This is an optimization exercise on Yosys and OpenROAD, whose aim is a short achievable clock period and few clock cycles, not a production implementation.
Function was checked by simulation only, so behaviour that the tests miss may differ from the original.
No activity file was given, so power comes from the tool's default toggle rates.

==> design.v <==
`timescale 1ns / 1ps
module Pred_static(
    input  [31:0] inst,
    output        taken,
    output [31:0] off
    );
    wire [4:0] op   = inst[6:2];
    wire       jal  = (op == 5'b11011);
    wire       jalr = (op == 5'b11001);
    wire       beq  = (op == 5'b11000) && (inst[14:12] == 3'b000);
    wire       bne  = (op == 5'b11000) && (inst[14:12] == 3'b001);
    wire       same = (inst[19:15] == inst[24:20]);
    wire [31:0] immI = {{20{inst[31]}}, inst[31:20]};
    wire [31:0] immB = {{19{inst[31]}}, inst[31], inst[7], inst[30:25], inst[11:8], 1'b0};
    wire [31:0] immJ = {{11{inst[31]}}, inst[31], inst[19:12], inst[20], inst[30:21], 1'b0};
    assign taken = jal | jalr | (beq & (same | inst[31])) | (bne & ~same);
    assign off   = jal ? immJ : jalr ? immI : immB;
endmodule
module Pipeline_CPU(
    input [31:0] Data_in,
    input clk,
    input rst,
    input [31:0] inst_IF,
    output [31:0] PC_out_IF,
    output [31:0] Addr_out,
    output [31:0] Data_out,
    output MemRW_Mem
    );
    reg  [9:0]  fa;           
    reg  [31:0] pc_redir;     
    reg         d_valid;
    reg  [31:0] ir;
    reg  [31:0] pc_d;
    reg         d_pred;       
    reg  [31:0] d_off;        
    reg  [31:0] d_sel1, d_sel2;    
    reg         x_valid;
    reg  [31:0] x_aa, x_ab;   
    reg  [31:0] x_dbn;        
    reg  [31:0] x_la, x_lb;   
    reg  [31:0] x_san;        
    reg  [4:0]  x_sh;         
    reg  [31:0] x_ca, x_cb;   
    reg  [31:0] x_sd;         
    reg  [4:0]  x_rd;
    reg         x_late;       
    reg         x_w, x_load, x_store, x_br, x_bne, x_pred;
    reg  [31:0] x_alt;
    reg         x_add, x_sub, x_and, x_or, x_xor, x_sll, x_srl, x_sra, x_slt, x_sltu;
    reg  [31:0] m_res, m_addr, m_sd;
    reg  [4:0]  m_rd;
    reg         m_w, m_load, m_store;
    reg  [31:0] rf [1:31];
    wire [31:0] x_sum   = x_aa + x_ab;
    wire [31:0] x_dif   = x_aa + x_dbn + 32'd1;
    wire [31:0] x_sa    = ~x_san;
    wire        x_lt_s  = (x_la[31] ^ x_lb[31]) ? x_la[31] : x_dif[31];
    wire        x_lt_u  = (x_la[31] ^ x_lb[31]) ? x_lb[31] : x_dif[31];
    wire        x_fill = x_sra & x_sa[31];
    wire [31:0] l0 = x_sh[0] ? {x_sa[30:0], 1'b0}  : x_sa;
    wire [31:0] l1 = x_sh[1] ? {l0[29:0], 2'b0}    : l0;
    wire [31:0] l2 = x_sh[2] ? {l1[27:0], 4'b0}    : l1;
    wire [31:0] l3 = x_sh[3] ? {l2[23:0], 8'b0}    : l2;
    wire [31:0] x_shl = x_sh[4] ? {l3[15:0], 16'b0} : l3;
    wire [31:0] r0 = x_sh[0] ? {x_fill, x_sa[31:1]}     : x_sa;
    wire [31:0] r1 = x_sh[1] ? {{2{x_fill}}, r0[31:2]}  : r0;
    wire [31:0] r2 = x_sh[2] ? {{4{x_fill}}, r1[31:4]}  : r1;
    wire [31:0] r3 = x_sh[3] ? {{8{x_fill}}, r2[31:8]}  : r2;
    wire [31:0] x_shr = x_sh[4] ? {{16{x_fill}}, r3[31:16]} : r3;
    wire [31:0] x_fast  = ({32{x_add}} & x_sum) | ({32{x_sub}} & x_dif)
                        | ({32{x_and}} & (x_la & x_lb))
                        | ({32{x_or}}  & (x_la | x_lb))
                        | ({32{x_xor}} & (x_la ^ x_lb));
    wire [31:0] x_slow  = ({32{x_sll}} & x_shl)
                        | ({32{x_srl | x_sra}} & x_shr)
                        | {31'd0, (x_slt & x_lt_s) | (x_sltu & x_lt_u)};
    wire [31:0] x_res   = x_fast | x_slow;
    wire        x_eq     = (x_ca == x_cb);
    wire        x_taken  = x_eq ^ x_bne;
    wire        redirect = x_valid & x_br & (x_taken ^ x_pred);
    wire [31:0] m_val = m_load ? Data_in : m_res;
    assign Addr_out  = m_addr;
    assign Data_out  = m_sd;
    assign MemRW_Mem = m_store;
    wire [4:0] d_op  = ir[6:2];
    wire [2:0] d_f3  = ir[14:12];
    wire       d_f7  = ir[30];
    wire [4:0] d_rd  = ir[11:7];
    wire [4:0] d_rs1 = ir[19:15];
    wire [4:0] d_rs2 = ir[24:20];
    wire d_opr  = (d_op == 5'b01100);
    wire d_opi  = (d_op == 5'b00100);
    wire d_ld   = (d_op == 5'b00000);
    wire d_st   = (d_op == 5'b01000);
    wire d_jal  = (d_op == 5'b11011);
    wire d_jalr = (d_op == 5'b11001);
    wire d_lui  = (d_op == 5'b01101);
    wire d_link = d_jal | d_jalr | d_lui;
    wire d_isbr = (d_op == 5'b11000) && (d_f3[2:1] == 2'b00);
    wire [31:0] d_pc4   = pc_d + 32'd4;
    wire [31:0] d_pcoff = pc_d + d_off;
    wire [31:0] d_next  = d_pred ? d_pcoff : d_pc4;     
    wire d_use1 = d_opr | d_opi | d_ld | d_st | d_isbr;
    wire d_use2 = d_opr | d_st | d_isbr;
    wire d_wr   = (d_opr | d_opi | d_ld | d_link) & (d_rd != 5'd0);
    wire [31:0] immI = {{20{ir[31]}}, ir[31:20]};
    wire [31:0] immS = {{20{ir[31]}}, ir[31:25], ir[11:7]};
    reg  [31:0] rf1, rf2;
    integer k;
    always @(*) begin
        rf1 = 32'd0;
        rf2 = 32'd0;
        for (k = 1; k < 32; k = k + 1) begin
            rf1 = rf1 | ({32{d_sel1[k]}} & rf[k]);
            rf2 = rf2 | ({32{d_sel2[k]}} & rf[k]);
        end
    end
    wire by1x = x_valid & x_w & (x_rd == d_rs1);
    wire by2x = x_valid & x_w & (x_rd == d_rs2);
    wire by1m = m_w & (m_rd == d_rs1);
    wire by2m = m_w & (m_rd == d_rs2);
    wire [31:0] rs1e = by1m ? m_val : rf1;       
    wire [31:0] rs2e = by2m ? m_val : rf2;
    wire [31:0] rs1v = by1x ? x_fast : rs1e;
    wire [31:0] rs2v = by2x ? x_fast : rs2e;
    wire stall = d_valid & x_valid & x_late & x_w &
                 ((d_use1 & (x_rd == d_rs1)) | (d_use2 & (x_rd == d_rs2)));
    wire [3:0] fn   = {d_f3, d_f7};
    wire a_and  = (d_opr & (fn == 4'b1110)) | (d_opi & (d_f3 == 3'b111));
    wire a_or   = (d_opr & (fn == 4'b1100)) | (d_opi & (d_f3 == 3'b110));
    wire a_xor  = (d_opr & (fn == 4'b1000)) | (d_opi & (d_f3 == 3'b100));
    wire a_sll  = (d_opr & (fn == 4'b0010)) | (d_opi & (d_f3 == 3'b001));
    wire a_srl  = (d_opr & (fn == 4'b1010)) | (d_opi & (d_f3 == 3'b101) & ~d_f7);
    wire a_sra  = (d_opr & (fn == 4'b1011)) | (d_opi & (d_f3 == 3'b101) & d_f7);
    wire a_slt  = (d_opr & (fn == 4'b0100)) | (d_opi & (d_f3 == 3'b010));
    wire a_sltu = (d_opr & (fn == 4'b0110)) | (d_opi & (d_f3 == 3'b011));
    wire a_sub  = d_opr & (fn == 4'b0001);
    wire a_add  = ~(a_and | a_or | a_xor | a_sll | a_srl | a_sra | a_slt | a_sltu | a_sub);
    wire        sel_ax = by1x & ~d_link;
    wire [31:0] d_a_e  = d_link ? 32'd0 : rs1e;
    wire [31:0] d_a    = sel_ax ? x_fast : d_a_e;
    wire        b_imm  = d_link | d_opi | d_ld | d_st;
    wire        sel_bx = by2x & ~b_imm;
    wire [31:0] b_con  = d_link ? d_pc4 : (d_opi | d_ld) ? immI : immS;
    wire [31:0] d_b_e  = b_imm ? b_con : rs2e;
    wire [31:0] d_b    = sel_bx ? x_fast : d_b_e;
    wire        f_pred;
    wire [31:0] f_off;
    Pred_static pred_f(.inst(inst_IF), .taken(f_pred), .off(f_off));
    wire [4:0]  f_op   = inst_IF[6:2];
    wire        f_jal  = (f_op == 5'b11011);
    wire        f_jalr = (f_op == 5'b11001);
    wire [9:0]  f_tj   = fa + {inst_IF[20], inst_IF[30:22]};
    wire [9:0]  f_ti   = fa + inst_IF[31:22];
    wire [9:0]  f_tb   = fa + {inst_IF[7], inst_IF[30:25], inst_IF[11:9]};
    wire [9:0]  f_t4   = fa + 10'd1;
    wire        f_selb = f_pred & ~f_jal & ~f_jalr;
    wire [9:0]  f_next = ({10{f_jal}} & f_tj) | ({10{f_jalr}} & f_ti) |
                         ({10{f_selb}} & f_tb) | ({10{~f_pred}} & f_t4);
    wire [31:0] f_sel1 = 32'd1 << inst_IF[19:15];
    wire [31:0] f_sel2 = 32'd1 << inst_IF[24:20];
    assign PC_out_IF = {20'd0, fa, 2'b00};
    always @(posedge clk or posedge rst) begin
        if (rst) begin
            fa       <= 10'd0;
            pc_redir <= 32'd0;
            d_valid  <= 1'b0;
            ir       <= 32'd0;
            pc_d     <= 32'd0;
            d_pred   <= 1'b0;
            d_off    <= 32'd0;
            d_sel1   <= 32'd0;
            d_sel2   <= 32'd0;
        end else if (redirect) begin
            fa       <= x_alt[11:2];
            pc_redir <= x_alt;
            d_valid  <= 1'b0;
        end else if (!stall) begin
            fa       <= f_next;
            d_valid  <= 1'b1;
            ir       <= inst_IF;
            d_pred   <= f_pred;
            d_off    <= f_off;
            d_sel1   <= f_sel1;
            d_sel2   <= f_sel2;
            pc_d     <= d_valid ? d_next : pc_redir;
        end
    end
    always @(posedge clk or posedge rst) begin
        if (rst) begin
            x_valid <= 1'b0;
            x_w     <= 1'b0;
            x_load  <= 1'b0;
            x_late  <= 1'b0;
            x_store <= 1'b0;
            x_br    <= 1'b0;
            x_bne   <= 1'b0;
            x_pred  <= 1'b0;
            x_rd    <= 5'd0;
            x_aa    <= 32'd0;
            x_ab    <= 32'd0;
            x_dbn   <= 32'd0;
            x_la    <= 32'hffffffff;
            x_lb    <= 32'hffffffff;
            x_san   <= 32'd0;
            x_sh    <= 5'h1f;
            x_ca    <= 32'd0;
            x_cb    <= 32'd0;
            x_sd    <= 32'hffffffff;
            x_alt   <= 32'd0;
            x_add   <= 1'b0;
            x_sub   <= 1'b0;
            x_and   <= 1'b0;
            x_or    <= 1'b0;
            x_xor   <= 1'b0;
            x_sll   <= 1'b0;
            x_srl   <= 1'b0;
            x_sra   <= 1'b0;
            x_slt   <= 1'b0;
            x_sltu  <= 1'b0;
        end else begin
            x_valid <= d_valid & ~stall & ~redirect;
            x_w     <= d_wr;
            x_load  <= d_ld;
            x_late  <= d_ld | a_sll | a_srl | a_sra | a_slt | a_sltu;
            x_store <= d_st;
            x_br    <= d_isbr;
            x_bne   <= d_f3[0];
            x_pred  <= d_pred;
            x_rd    <= d_rd;
            x_aa    <= d_a;
            x_ab    <= d_b;
            x_dbn   <= ~d_b;
            x_la    <= d_a;
            x_lb    <= d_b;
            x_san   <= ~d_a;
            x_sh    <= d_b[4:0];
            x_ca    <= rs1v;
            x_cb    <= rs2v;
            x_sd    <= rs2v;
            x_alt   <= d_pred ? d_pc4 : d_pcoff;
            x_add   <= a_add;
            x_sub   <= a_sub;
            x_and   <= a_and;
            x_or    <= a_or;
            x_xor   <= a_xor;
            x_sll   <= a_sll;
            x_srl   <= a_srl;
            x_sra   <= a_sra;
            x_slt   <= a_slt;
            x_sltu  <= a_sltu;
        end
    end
    always @(posedge clk or posedge rst) begin
        if (rst) begin
            m_res   <= 32'd0;
            m_addr  <= 32'hffffffff;
            m_sd    <= 32'd0;
            m_rd    <= 5'd0;
            m_w     <= 1'b0;
            m_load  <= 1'b0;
            m_store <= 1'b0;
        end else begin
            m_res   <= x_res;
            m_addr  <= x_res;
            m_sd    <= x_sd;
            m_rd    <= x_rd;
            m_w     <= x_valid & x_w;
            m_load  <= x_valid & x_load;
            m_store <= x_valid & x_store;
        end
    end
    integer i;
    always @(posedge clk or posedge rst) begin
        if (rst) begin
            for (i = 1; i < 32; i = i + 1)
                rf[i] <= 32'd0;
        end else if (m_w) begin
            rf[m_rd] <= m_val;
        end
    end
endmodule
==> run.sh <==
#!/bin/bash
# synth_recipe.tcl (not shown) runs the flow's synth.tcl, then flattens the netlist and writes it again
# the make line also repeats each setting of config.mk as NAME=value (left out here)
make -C /OpenROAD-flow-scripts/flow DESIGN_CONFIG=/design/flow/config.mk WORK_HOME=/design/flow/orfs CLKGATE_MAP_FILE= SYNTH_SCRIPT=/design/flow/synth_recipe.tcl finish
==> config.mk <==
export PLATFORM = sky130hd
export DESIGN_NAME = Pipeline_CPU
export DESIGN_NICKNAME = Pipeline_CPU
export VERILOG_FILES = /design/flow/design.v
export SDC_FILE = /design/flow/constraint.sdc
export NUM_CORES = 4
export LEC_CHECK = 0
export CAP_MARGIN = 30
export CORE_MARGIN = 2
export CORE_UTILIZATION = 30
export SETUP_SLACK_MARGIN = 5
export SLEW_MARGIN = 30
==> constraint.sdc <==
create_clock -name core_clock -period 8.0 [get_ports {clk}]
set_input_delay 1.6000 -clock core_clock [delete_from_list [all_inputs] [get_ports {clk}]]
set_output_delay 1.6000 -clock core_clock [all_outputs]
set_load 0.01 [all_outputs]
==> impl_results.md, run 1 <==
* Top cells by count, synth: dfrtp_1 (1493), nand2_1 (868), nor2_1 (856)
* Overall Global Routing Usage at 27.9%
* RSZ-0062 raised after global routing: true
* Post-synth EDFFs at 0
* IO buf count at 138
* DRC Markers at 0
* Pwr/cell area at 319 nW/µm²
* Clk pwr share at a little over a quarter
* Routed wire per std cell at 32.5 µm
* Net Sw Power at 12.3 mW
* Final setup vio count at 0
* Max VDD drop at 182 µV
* Worst setup SP type: flip-flop
* FMAX at 0.304 GHz
* Clock root buffer master: clkbuf_16
* Post-placement cell area at 86000 µm²
* P_int at between 15 and 20 mW
* # nets final at ~8700
* Status: complete, no violations
* Seq/Total Area, Yosys at 50.9%
* #FFs+latches synth at 1621
* Fin. max-slew vios at 0
* Die ar. at between 200000 and 300000 µm²
* DP Cell Count at 11500
* DRT Pass-1 Iters at 14
* Sw Ratio at 38.6%
* Synth Instances at 8334
* Max Buffers Root-to-Sink at 3
* Setup total negative slack at 0 ns
* Final hold slack at between 0.3 and 0.4 ns
* Tcrit/Tclk final at 41.1%
* Count leader, synth: dfrtp_1
* Final core occ at a little under two fifths
* Clock skew at 0.0820 ns
* Cts bufs inserted at about 180
* WP data required at between 8 and 9 ns
* Synth top area share at 46.7%
* Hold crit path type: flip-flop to flip-flop
* Max-Cap Viols at 0
* Worst slew pin tran at 1.20 ns
* Total power at around 32 mW
* Prevailing post-synth register cell: dfrtp_1
* Vias in the first global route at 71900
* Comb pwr share at about 36%
* Routability congestion estimate at 0.975
* Period minus WS final at approximately 3.3 ns
* Worst Setup End Kind: flip-flop
* Clk Latency, worst-skew pair at 0.90 ns
* Sequential Power Share at ~37%
* Ports at 163
* Rel. slew slack at 20.2%
* Clock Sink Count at roughly 1600
* Synthesized area per cell at 9.60 µm²
* Starting Density at between 30% and 40%
* Synth warn at 2
* Layout filler cell count at roughly 26000
* Fin area at 99700 µm²
* Post-route insts no fill at ~12000
* Gr ovfl total at 0
* Die Span Y at roughly 520 µm
* Area leader, netlist: dfrtp_1
* Pre-CTS setup slack at about 3.2 ns
* DPL Wire Length at 232000 µm
* Final Hold Viols at 0
* First-pass GRT wire length at 547000 µm
* Worst EP arrival at 4.04 ns
* Antenna Violating Nets Remaining at 0
* Kind of critical path: flip-flop to flip-flop
* Fin worst setup slack at 4.72 ns
* Vias per Instance at 6.31
* Initial antenna violation count at 25
* H-Tree Depth at 4
* Layout area overhead at 24.5%
* Asr flop ratio synth at 100%
* Initial drt markers at 14100
* Netlist Area Pre-Place at 80000 µm²
* Clock transition at the registers of the reported paths at 0.06 ns
* Largest net degree at the start of global routing at 171
* CTS tree: done
* Core area at between 200000 and 300000 µm²
* Synth area leaders: dfrtp_1 (47%), a21oi_1 (5.0%), dfstp_2 (4.2%), o21ai_0 (4.2%), nand2_1 (4.1%)
* Routed WL at 396000 µm
* Row count at 189
* Die X at 521 µm
* CP max FO at 18
* Yosys cell types at 100
* Via Count at 76800
* P_leak at 40.1 nW
* Share of post-route cells with drive strength above 1 at 20.4%
-- critical path, stage by stage, from the launching register on --
cell      delay, ns
dfrtp_2        0.35
buf_4          0.52
buf_4          0.58
a22o_1         0.21
a221oi_1       0.05
nand4_1        0.20
nor3_2         0.10
mux2i_2        0.62
nor2_1         0.25
a211oi_4       0.29
-- cell type report --
cell class | count | area (µm²) | share of cell area, %
Sequential cell | 1621 | 40900 | 41.1
Multi-Input combinational cell | 5900 | 40700 | 40.8
Timing Repair Buffer | 632 | 6900 | 6.92
Clock buffer | 253 | 5080 | 5.09
Tap cell | 3533 | 4420 | 4.43
Clock inverter | 80 | 1080 | 1.08
Inverter | 140 | 541 | 0.542
Antenna cell | 11 | 27.5 | 0.0276
-- cell usage in the layout, fill, tap and decap left out, types with 31 or more instances in the layout --
cell,synthesis,layout
dfrtp_1,1493,1404
nor2_1,856,823
nand2_1,868,821
a21oi_1,798,761
o21ai_0,669,614
a22oi_1,387,383
a22o_1,276,276
a221oi_1,275,268
buf_4,22,264
clkbuf_16,0,185
buf_6,0,157
nand4_1,153,153
mux2i_1,189,140
ha_1,171,129
dfstp_2,128,127
inv_1,131,121
nand3_1,129,116
xnor2_1,99,84
xor2_1,72,66
a222oi_1,65,65
buf_12,0,58
o21ai_1,40,54
nand2b_1,53,52
a21o_1,52,51
dfrtp_2,0,48
o211ai_1,47,47
clkdlybuf4s50_1,0,45
mux2_2,50,43
nor3_1,106,42
nor3_4,0,42
buf_8,0,42
clkbuf_1,603,41
dfrtp_4,0,41
clkinv_2,0,38
clkbuf_8,0,36
ha_4,0,31
-- final timing paths --
kind	to	startpoint	cells past startpoint	slack (ns)
setup / recovery	x_aa[24]$_DFF_PP0_	d_sel1[31]$_DFFE_PP0P_	9	4.72
hold / removal	m_sd[3]$_DFF_PP0_	x_sd[3]$_DFF_PP1_	0	0.35
setup reg to reg	x_aa[24]$_DFF_PP0_	d_sel1[31]$_DFFE_PP0P_	9	4.72
hold reg to reg	m_sd[3]$_DFF_PP0_	x_sd[3]$_DFF_PP1_	0	0.35
max in group asynchronous	x_aa[22]$_DFF_PP0_	rst	5	5.33
min in group asynchronous	rf[6][20]$_DFFE_PP0P_	rst	3	1.10
-- repair_timing --
item	in CTS	in global routing
hold buffers	0	0
gates cloned	16	12
resized for setup	971	467
endpoints found under the setup margin	835	1196
pin swaps	127	152
setup buffers	141	106
-- flip-flops by register name, summed over array words and instances, names as in the netlist, 28 cells and up --
| name | flops |
|---|---|
| x_ab | 32 |
| pc_d | 32 |
| d_sel2 | 31 |
| m_addr | 32 |
| x_cb | 32 |
| m_res | 32 |
| pc_redir | 32 |
| x_la | 32 |
| d_sel1 | 31 |
| x_san | 32 |
| rf | 992 |
| x_sd | 32 |
| x_lb | 28 |
| x_alt | 32 |
| x_aa | 32 |
| m_sd | 32 |
| x_ca | 32 |
| x_dbn | 32 |
-- layer usage --
layer	up-vias	global-route usage [%]	share of wire (%)
met5	-	0.386	0.064
met4	24	17.5	7.8
met3	1767	11.8	15
met2	6530	37.9	39
met1	37800	36.3	38
li1	30700	-	-
-- power by group through the flow --
stage	Clock, mW	Sequential, mW	Combinational (mW)
floorplan	0	11.3	5.48
global placement	0	11.7	8.49
detailed placement	0	11.8	8.78
CTS	8.68	11.7	10.2
global route	9.04	11.9	12.0
finish	8.68	11.8	11.3
-- logic make-up (layout without fill, tap and decap cells) --
family	after synthesis	after routing	synth area share (%)
DFF	1621	1621	50.9
and+or+nand+nor	2328	2339	12.6
other	1	33	0.00469
adders and majority gates	176	176	2.80
xor gates and xnor gates	171	171	1.87
muxes	255	257	3.52
AOI/OAI and AO/OA	2935	2935	24.2
buffers and inverters	847	1105	4.13
Testbench counts, summed over its fixed seeds: cycles 18,357.
==> run 2, diff against run 1 <==
--- a/design.v
+++ b/design.v
@@ -67,11 +67,12 @@
     wire [31:0] r2 = x_sh[2] ? {{4{x_fill}}, r1[31:4]}  : r1;
     wire [31:0] r3 = x_sh[3] ? {{8{x_fill}}, r2[31:8]}  : r2;
     wire [31:0] x_shr = x_sh[4] ? {{16{x_fill}}, r3[31:16]} : r3;
-    wire [31:0] x_fast  = ({32{x_add}} & x_sum) | ({32{x_sub}} & x_dif)
-                        | ({32{x_and}} & (x_la & x_lb))
+    wire [31:0] x_log   = ({32{x_and}} & (x_la & x_lb))
                         | ({32{x_or}}  & (x_la | x_lb))
                         | ({32{x_xor}} & (x_la ^ x_lb));
-    wire [31:0] x_slow  = ({32{x_sll}} & x_shl)
+    wire [31:0] x_fast  = ({32{x_add}} & x_sum) | x_log;
+    wire [31:0] x_slow  = ({32{x_sub}} & x_dif)
+                        | ({32{x_sll}} & x_shl)
                         | ({32{x_srl | x_sra}} & x_shr)
                         | {31'd0, (x_slt & x_lt_s) | (x_sltu & x_lt_u)};
     wire [31:0] x_res   = x_fast | x_slow;
@@ -138,12 +139,14 @@
     wire a_add  = ~(a_and | a_or | a_xor | a_sll | a_srl | a_sra | a_slt | a_sltu | a_sub);
     wire        sel_ax = by1x & ~d_link;
     wire [31:0] d_a_e  = d_link ? 32'd0 : rs1e;
-    wire [31:0] d_a    = sel_ax ? x_fast : d_a_e;
+    wire [31:0] d_a    = ({32{sel_ax & x_add}} & x_sum) | ({32{sel_ax}} & x_log)
+                       | ({32{~sel_ax}} & d_a_e);
     wire        b_imm  = d_link | d_opi | d_ld | d_st;
     wire        sel_bx = by2x & ~b_imm;
     wire [31:0] b_con  = d_link ? d_pc4 : (d_opi | d_ld) ? immI : immS;
     wire [31:0] d_b_e  = b_imm ? b_con : rs2e;
-    wire [31:0] d_b    = sel_bx ? x_fast : d_b_e;
+    wire [31:0] d_b    = ({32{sel_bx & x_add}} & x_sum) | ({32{sel_bx}} & x_log)
+                       | ({32{~sel_bx}} & d_b_e);
     wire        f_pred;
     wire [31:0] f_off;
     Pred_static pred_f(.inst(inst_IF), .taken(f_pred), .off(f_off));
@@ -197,16 +200,11 @@
             x_bne   <= 1'b0;
             x_pred  <= 1'b0;
             x_rd    <= 5'd0;
-            x_aa    <= 32'd0;
-            x_ab    <= 32'd0;
-            x_dbn   <= 32'd0;
-            x_la    <= 32'hffffffff;
-            x_lb    <= 32'hffffffff;
-            x_san   <= 32'd0;
+            x_la    <= 32'd0;
+            x_lb    <= 32'd0;
             x_sh    <= 5'h1f;
             x_ca    <= 32'd0;
             x_cb    <= 32'd0;
-            x_sd    <= 32'hffffffff;
             x_alt   <= 32'd0;
             x_add   <= 1'b0;
             x_sub   <= 1'b0;
@@ -222,22 +220,17 @@
             x_valid <= d_valid & ~stall & ~redirect;
             x_w     <= d_wr;
             x_load  <= d_ld;
-            x_late  <= d_ld | a_sll | a_srl | a_sra | a_slt | a_sltu;
+            x_late  <= d_ld | a_sub | a_sll | a_srl | a_sra | a_slt | a_sltu;
             x_store <= d_st;
             x_br    <= d_isbr;
             x_bne   <= d_f3[0];
             x_pred  <= d_pred;
             x_rd    <= d_rd;
-            x_aa    <= d_a;
-            x_ab    <= d_b;
-            x_dbn   <= ~d_b;
             x_la    <= d_a;
             x_lb    <= d_b;
-            x_san   <= ~d_a;
             x_sh    <= d_b[4:0];
             x_ca    <= rs1v;
             x_cb    <= rs2v;
-            x_sd    <= rs2v;
             x_alt   <= d_pred ? d_pc4 : d_pcoff;
             x_add   <= a_add;
             x_sub   <= a_sub;
@@ -254,22 +247,27 @@
     always @(posedge clk or posedge rst) begin
         if (rst) begin
             m_res   <= 32'd0;
-            m_addr  <= 32'hffffffff;
-            m_sd    <= 32'd0;
             m_rd    <= 5'd0;
             m_w     <= 1'b0;
             m_load  <= 1'b0;
             m_store <= 1'b0;
         end else begin
             m_res   <= x_res;
-            m_addr  <= x_res;
-            m_sd    <= x_sd;
             m_rd    <= x_rd;
             m_w     <= x_valid & x_w;
             m_load  <= x_valid & x_load;
             m_store <= x_valid & x_store;
         end
     end
+    always @(posedge clk) begin
+        x_aa    <= d_a;
+        x_ab    <= d_b;
+        x_dbn   <= ~d_b;
+        x_san   <= ~d_a;
+        x_sd    <= rs2v;
+        m_addr  <= x_res;
+        m_sd    <= x_sd;
+    end
     integer i;
     always @(posedge clk or posedge rst) begin
         if (rst) begin
==> impl_results.md, run 2 <==
* Worst setup SP type: flip-flop
* Synth Instances at 8256 (-0.94%)
* Antenna Violating Nets Remaining at 0 (unchanged)
* Synth top area share at 44.6% (-2.1 points)
* Comb pwr share at 34.1% (-1.5 points)
* Cts bufs inserted at 173 (-2.8%)
* CTS Hold Bufs at 0 (unchanged)
* Routed wire per std cell at 32.3 µm (-0.59%)
* Asr flop ratio synth at 86.2% (-14 points)
* Top cells by count, synth: dfrtp_1 (1397), nor2_1 (859), nand2_1 (815)
* Gr ovfl total at 0 (unchanged)
* Register name with the most flops: rf
* Synth Area in Simple Gates at 12.2% (-0.33 points)
* Clk pwr share at 27.9% (+0.6 points)
* Die ar. at 265000 µm² (-2.1%)
* Max-Cap Viols at 0 (unchanged)
* Buf+Inv Stages, Crit Path at 3 (+1)
* Prevailing post-synth register cell: dfrtp_1
* Worst slew pin tran at 1.14 ns (-0.0563 ns)
* CTS tree: done
* Rel. slew slack at 24.0% (+3.8 points)
* R2R cell count at 11 (+2)
* Max VDD drop at 279 µV (+53%)
* Most frequent cells in the layout: dfrtp_1 (1315), nor2_1 (833), nand2_1 (788), a21oi_1 (757), o21ai_0 (622)
* Hold crit path type: flip-flop to flip-flop
* IO buf count at 138 (unchanged)
* Hold Path Depth at 0 (unchanged)
* Yosys cell types at 89 (-11%)
* Total power at 30.7 mW (-3.5%)
* Synth warn at 2 (unchanged)
* FMAX at 0.308 GHz (+1.3%)
* Flop-to-flop setup slack at 4.76 ns (+0.04 ns)
* Vias in the first global route at 70200 (-2.5%)
* Routability congestion estimate at 0.970 (-0.53%)
* Max reg flops at 992 (unchanged)
* XOR/XNOR share of the synthesized area at 1.98% (+0.11 points)
* # nets final at 8591 (-1.4%)
* Post-synthesis mux area share at 3.87% (+0.35 points)
* Sequential Power Share at 38.0% (+0.9 points)
* Crit. path cell count at 11 (+2)
* Peak-usage layer in the global routing report: met2
* RSZ-0062 raised after global routing: true
* CP max-delay cell: nor3_4
* Core area at 260000 µm² (-2.1%)
* Post-route insts no fill at 11900 (-2.0%)
* Row count at 187 (-1.1%)
* Status: complete, no violations
* Routed WL at 386000 µm (-2.5%)
* Max Buffers Root-to-Sink at 3 (unchanged)
* Slowest stage delay, CP at 0.47 ns (-0.15 ns)
* Layout filler cell count at 25500 (-1.4%)
* Kind of critical path: flip-flop to flip-flop
* CP top delay family: simple AND/OR/NAND/NOR gates
* Ports at 163 (unchanged)
* Met1 GRT Util at 34.2% (-2.1 points)
* Die Span Y at 515 µm (-1.1%)
* Clock Sink Count at 1626 (+0.31%)
* Overall Global Routing Usage at 27.9% (about the same)
* WP data required at 8.72 ns (-0.04 ns)
* CP Cell Sequence: buf_4 -> buf_6 -> a22o_1 -> a221oi_1 -> nand4_1 -> nor3_4 -> mux2i_2 -> nand2_1 -> o21ai_1 -> nand2_2 -> inv_1
* Share of post-route cells with drive strength above 1 at 17.4% (-3.0 points)
* Clk Latency, worst-skew pair at 0.88 ns (-0.02 ns)
* Initial antenna violation count at 34 (+36%)
* First-pass GRT wire length at 532000 µm (-2.8%)
* Final setup vio count at 0 (unchanged)
* Layout area overhead at 22.1%
* Worst Setup End Kind: flip-flop
* P_int at 19.0 mW (-2.5%)
* Post-synthesis compound-gate area fraction at 24.2% (about the same)
* Commonest non-fill, non-tap cell in the layout: dfrtp_1
* Met3 Use GR at 12.2% (+0.45 points)
* Synthesized area per cell at 9.49 µm² (-1.2%)
* DRC Markers at 0 (unchanged)
* Largest family of logic cells by synthesized area: compound AO/OA/AOI/OAI gates
* Synth area leaders: dfrtp_1 (45%), dfxtp_1 (5.7%), a21oi_1 (5.1%), o21ai_0 (4.2%), nor2_1 (4.1%)
* Setup total negative slack at 0 ns (unchanged)
* Starting Density at 30.2% (about the same)
* Die X at 515 µm (-1.1%)
* Clock transition at the registers of the reported paths at 0.06 ns (about the same)
* P_leak at 38.8 nW (-3.3%)
* H-Tree Depth at 4 (unchanged)
* DRT Pass-1 Iters at 17 (+3)
* DPL Wire Length at 224000 µm (-3.3%)
* Global Route met2 Usage at 38.8% (+0.84 points)
* Pwr/cell area at 320 nW/µm² (+0.55%)
* Area leader, netlist: dfrtp_1
* Tcrit/Tclk final at 40.5% (-0.52 points)
* Vias per Instance at 6.35 (+0.57%)
* Clock root buffer master: clkbuf_16
* Via Count at 75700 (-1.4%)
* Period minus WS final at 3.24 ns (-0.0418 ns)
* Initial drt markers at 14500 (+3.3%)
* #FFs+latches synth at 1626 (+0.31%)
* DP Cell Count at 11300 (-1.9%)
* Largest net degree at the start of global routing at 168 (-1.8%)
* Net Sw Power at 11.6 mW (-5.1%)
* Worst EP arrival at 3.97 ns (-0.07 ns)
* Sw Ratio at 38.0% (-0.64 points)
* Clock skew at 0.0465 ns (-0.0355 ns)
* Count leader, synth: dfrtp_1
* Netlist Area Pre-Place at 78300 µm² (-2.1%)
* Adder-cell share of the synthesized area at 2.86% (+0.061 points)
* Final Hold Viols at 0 (unchanged)
* Post-synth EDFFs at 0 (unchanged)
* CP max FO at 19 (+1)
* Fin. max-slew vios at 0 (unchanged)
* Seq/Total Area, Yosys at 50.5% (-0.37 points)
-- run 2: changes by cell type after synthesis, moves of 21 or more --
cell and delta:
dfrtp_1 -96, xor2_1 +27, xnor2_1 -21, dfxtp_1 +224, buf_1 +21, a221oi_1 +21
inv_1 +26, nand2_1 -53, dfstp_2 -123
-- run 2: area by class of cell --
cell class                      instances  area (µm²)  share of cell area (%)
Sequential cell                      1626       39800                    41.6
Multi-Input combinational cell       5787       38800                    40.6
Timing Repair Buffer                  599        6070                    6.34
Clock buffer                          258        5180                    5.41
Tap cell                             3402        4260                    4.45
Clock inverter                         63         806                   0.842
Inverter                              161         608                   0.636
Antenna cell                           33        82.6                  0.0863
Timing Repair inverter                  1        5.00                 0.00523
-- run 2: worst paths after layout --
check	to	start
hold reg to reg	m_sd[17]$_DFF_P_	x_sd[17]$_DFF_P_
setup / recovery	x_la[14]$_DFF_PP0_	d_sel1[13]$_DFFE_PP0P_
hold / removal	m_sd[17]$_DFF_P_	x_sd[17]$_DFF_P_
max in group asynchronous	x_lb[13]$_DFF_PP0_	rst
setup reg to reg	x_la[14]$_DFF_PP0_	d_sel1[13]$_DFFE_PP0P_
min in group asynchronous	rf[19][30]$_DFFE_PP0P_	rst
-- run 2: cell families (layout without fill, tap and decap cells) --
family,Yosys count,after routing
simple gates,2240,2240
mux,282,288
buf+inv,870,1082
flops,1626,1626
fa+ha+maj,176,176
compound gates,2884,2884
xor+xnor,177,177
other cells,1,55
-- run 2: what timing repair did --
action	4_1_cts	5_1_grt
buffers inserted	166	64
pin swaps	105	106
setup endpoints to repair	1054	942
hold endpoints to repair	0	0
gates cloned	14	3
resized for setup	834	293
-- run 2: worst register-to-register path, cell delays in order, from the launching register on --
cell and delay [ns]:
dfrtp_2 0.39, buf_4 0.33, buf_6 0.31, a22o_1 0.34
a221oi_1 0.21, nand4_1 0.19, nor3_4 0.47, mux2i_2 0.27
nand2_1 0.13, o21ai_1 0.16, nand2_2 0.20, inv_1 0.07
-- run 2: metal layers --
metal | share of wire (%) | vias to the layer above
met2 | 40 | 6720
met4 | 9.2 | 26
li1 | - | 30300
met1 | 36 | 36700
met5 | 0.078 | -
met3 | 15 | 2022
-- run 2: per-stage QoR --
stage	area (µm²)	setup WS (ns)	util (%)	hold slack [ns]
after global routing	95600	4.72	36.8	0.337
after CTS	93700	4.80	36.1	0.320
final	95700	4.76	36.8	0.324
after global placement	83600	3.29	32.2	0.316
after floorplan	78400	-13.00	-	0.310
after detailed placement	84100	3.30	32.4	0.314
-- run 2: power by group through the flow --
stage          clock network, mW  logic [mW]  registers, mW
2_1_floorplan                  0        5.25           11.2
3_3_place_gp                   0        8.05           11.6
3_5_place_dp                   0        8.34           11.6
4_1_cts                     8.57        9.53           11.5
5_1_grt                     8.92        11.0           11.8
6_report                    8.56        10.4           11.6
Testbench counts of run 2, summed over its fixed seeds: cycles 18,367.

## afterwards: timing with drivers on the ports
How much do the figures lean on ideal ports? The routed layouts below were timed once more, with nothing changed but the port constraints.
Step 1 assumes that a clkbuf_16 drives the clock port and a buf_2 every other input.
Step 2 moves the port delays by t, midway between the first and last clock arrival at a register: inputs arrive t later, outputs are due t later. That takes back most of the time a late clock gives input paths.
Slacks: ideal ports / drivers / drivers and shift; pairs: ideal ports / drivers.
| run | t (ns) | setup slack, ns | worst hold slack (ns) | worst register clock-pin slew, ns |
|---|---|---|---|---|
| run 1 | 0.938 | 4.715 / 4.715 / 4.151 | 0.352 / 0.352 / 0.352 | 0.07 / 0.07 |
| run 2 | 0.938 | 4.757 / 4.757 / 3.981 | 0.324 / 0.324 / 0.324 | 0.07 / 0.07 |
After both steps every run listed still meets setup and hold. The setup slack of run 2, which loses most, moves by 0.000 ns with the drivers and by -0.776 ns with both steps.
